Context: an optimization exercise on an open-source flow, tuned for small area and a short achievable clock period. The choices shown serve that exercise and are no tape-out recipe.
Only simulation tests tie the RTL to the original design; equivalence was not proved.

== run 1 ==
// Filter_block_1
module Filter_block_1 (
    input clk,
    input rst_n,
    input ena,
    input signed [0:15] x_in,
    output reg signed [0:31] y_out
);
For scale: ~1,200 flip-flops, about 0.081 sq mm of cells after synthesis.
export LEC_CHECK = 0
export CAP_MARGIN = 70
export CORE_MARGIN = 2
export CORE_UTILIZATION = 65
export PLACE_DENSITY = 0.75
export SLEW_MARGIN = 70
export SYNTH_HIERARCHICAL = 1
export SYNTH_MINIMUM_KEEP_SIZE = 0
create_clock -name core_clock -period 16.0 [get_ports {clk}]
standard.sh (not shown) runs the stock make flow with config.mk's settings and CLKGATE_MAP_FILE= SYNTH_SCRIPT=/design/flow/synth_recipe.tcl, a recipe that flattens the netlist after the stock synthesis.
==> flow/flow/run.sh <==
#!/bin/bash
# Standard layout (the standard.sh: ORFS synth .. finish) with two changes:
#  - repair_timing is asked to keep a setup margin (flow/margin.txt), so that the timing
#    repair after placement, CTS and global routing works on paths longer than
#    (period - margin);
#  - after placement, the buffer trees of the high-fanout inputs ena and rst_n are rebuilt
#    as balanced two-level trees (flow/hfn2.tcl); their port buffers stay.
# The SDC, the clock period and every other setting are the design's.
set -euo pipefail
MARGIN=$(cat flow/margin.txt)
RES=orfs/results/sky130hd/Filter_block_1/base
bash standard.sh SETUP_SLACK_MARGIN=$MARGIN place > standard_place.log 2>&1
PLATFORM_DIR=$FLOW_HOME/platforms/sky130hd HFN_IN=$RES/3_place.odb HFN_SDC=$RES/3_place.sdc \
  HFN_PORTS="ena rst_n" HFN_LEAVES=40 HFN_MIDS=6 \
  HFN_LEAF_CELL=sky130_fd_sc_hd__buf_8 HFN_MID_CELL=sky130_fd_sc_hd__buf_16 \
  HFN_OUT=$RES/3_place_hfn.odb \
  openroad -no_init -exit flow/hfn2.tcl > hfn.log 2>&1
mv $RES/3_place_hfn.odb $RES/3_place.odb
bash standard.sh SETUP_SLACK_MARGIN=$MARGIN finish > standard_finish.log 2>&1
==> flow/flow/margin.txt <==
11.5
Other scripts of this flow, unchanged in this note and not shown: flow/flow/hfn2.tcl
diff inputs: run 1 => run 2
==> flow/flow/margin.txt <==
11.6
--- a/flow/config.mk
+++ b/flow/config.mk
@@ -6,9 +6,11 @@
 export NUM_CORES = 4
 export LEC_CHECK = 0
-export CAP_MARGIN = 70
+export CAP_MARGIN = 20
 export CORE_MARGIN = 2
-export CORE_UTILIZATION = 65
-export PLACE_DENSITY = 0.75
-export SLEW_MARGIN = 70
+export CORE_UTILIZATION = 55
+export CTS_BUF_LIST = sky130_fd_sc_hd__clkbuf_16
+export CTS_CLUSTER_DIAMETER = 100
+export CTS_CLUSTER_SIZE = 22
+export SLEW_MARGIN = 20
 export SYNTH_HIERARCHICAL = 1
 export SYNTH_MINIMUM_KEEP_SIZE = 0
==> results.txt <==
Between run 2 and run 1, it is run 2 whose worst slew slack as a fraction of its limit is lower, by 4.8 points.
Compared with run 1, run 2 shows count of routing violations after the opening detailed-route iteration that has gone down by more than 10%.
Delta(area overhead of the layout relative to synthesis, run 2 - run 1) < 0
--- input diff run 2..run 3 ---
==> flow/flow/margin.txt <==
11.5
[summary]
- Compared to run 2, the router laid down less metal wire for run 3.
- In the tables for run 2 and run 3, global routing usage on met3 reads higher with run 3.
- Run 3 went all the way through the flow, and no timing, DRC or antenna check failed.
- Diff run 2 -> run 3: sequential share of layout area went up by 0.29 points; worst-margin pin slew went up.
- The post-route core utilization reported for run 3 is smaller than that of run 2 by 0.64 points.
- Per the comparison of run 3 with run 2, area added between synthesis and finish now smaller; clock-buffer cell count saw a decrease.
Changes in run 4 relative to run 3:
--- a/flow/config.mk
+++ b/flow/config.mk
@@ -9,7 +9,4 @@
 export CORE_MARGIN = 2
 export CORE_UTILIZATION = 55
-export CTS_BUF_LIST = sky130_fd_sc_hd__clkbuf_16
-export CTS_CLUSTER_DIAMETER = 100
-export CTS_CLUSTER_SIZE = 22
 export SLEW_MARGIN = 20
 export SYNTH_HIERARCHICAL = 1
### Flow results
Met1 layer wirelength in the final routing: run 4 vs run 3 — no meaningful difference
Run 3 → run 4: routed length per placed instance went down by 0.83%; maximum frequency was more or less identical; worst stage delay on the critical path went down by 0.14 ns; wire length went up by 0.72%.
Between run 3 and run 4, the global routing usage summed across all routing layers is higher for run 4.
Measured against each other, run 3 and run 4 differ in design area, the higher figure coming from run 4.
#### Input delta (run 5 over run 4)
--- a/flow/config.mk
+++ b/flow/config.mk
@@ -8,5 +8,6 @@
 export CAP_MARGIN = 20
 export CORE_MARGIN = 2
-export CORE_UTILIZATION = 55
+export CORE_UTILIZATION = 65
+export PLACE_DENSITY = 0.75
 export SLEW_MARGIN = 20
 export SYNTH_HIERARCHICAL = 1
==> results.txt <==
- Run 5 completed end to end with timing, DRC and antenna clean.
- | met1 demand-to-capacity share in global routing | lower: run 4 |
- Number of instances resized during post-cts repair, run 5 vs run 4: up by a little under 10%
- Higher total routed wirelength was reported by run 4, not run 5.
- Overall via count from detail_route: run 5 vs run 4 up 1.8%
- Compared with run 4, run 5 shows global-route usage higher by 3.3 points.
- Run 5 vs. run 4: die outline width fell 7.9%, die area saw a decrease.
Input-level comparison between run 6 and run 5:
--- a/flow/config.mk
+++ b/flow/config.mk
@@ -6,9 +6,8 @@
 export NUM_CORES = 4
 export LEC_CHECK = 0
-export CAP_MARGIN = 20
+export CAP_MARGIN = 70
 export CORE_MARGIN = 2
-export CORE_UTILIZATION = 65
-export PLACE_DENSITY = 0.75
-export SLEW_MARGIN = 20
+export CORE_UTILIZATION = 55
+export SLEW_MARGIN = 70
 export SYNTH_HIERARCHICAL = 1
 export SYNTH_MINIMUM_KEEP_SIZE = 0
Findings:
Run 5 → run 6: non-clock buffer count dropped 25, growth of design area from synthesis to finish climbed 0.35 points, cell area climbed 0.31%.
After detailed routing, run 5 needs less wire than run 6.
Going from run 5 to run 6, portion of the clock cycle consumed by the worst path in the final layout comparable, number of well taps now larger.
All of run 6 and run 5 finish clean.
Row setup slack after layout: run 6 lower / run 5 higher

-- port drivers added, routing unchanged --
No port has a modelled driver above. Below, the same layouts with a new extraction and two added sets of constraints.
Step 1: set_driving_cell puts a clkbuf_16 on clk and a buf_2 on each other input, an assumption about the parent block.
Step 2 moves the port delays by t, midway between the first and last clock arrival at a register: inputs arrive t later, outputs are due t later. That takes back most of the time a late clock gives input paths.
Three values: ideal, step 1, step 2; two values: the first two.
run | t, ns | slack for setup (ns) | worst setup path at the end
run 1 | 0.843 | 11.472 / 11.401 / 11.163 | input to register
run 2 | 0.762 | 11.471 / 11.471 / 10.911 | input to register
run 3 | 0.764 | 11.492 / 11.445 / 10.943 | input to register
run 4 | 0.831 | 11.480 / 11.404 / 10.956 | input to register
run 5 | 0.845 | 11.456 / 11.381 / 10.891 | input to register
run 6 | 0.855 | 11.453 / 11.373 / 11.190 | input to register
After both steps setup and hold are still met in every run listed. For run 5, which loses most, drivers alone change the setup slack by -0.075 ns; drivers and shift together by -0.565 ns.
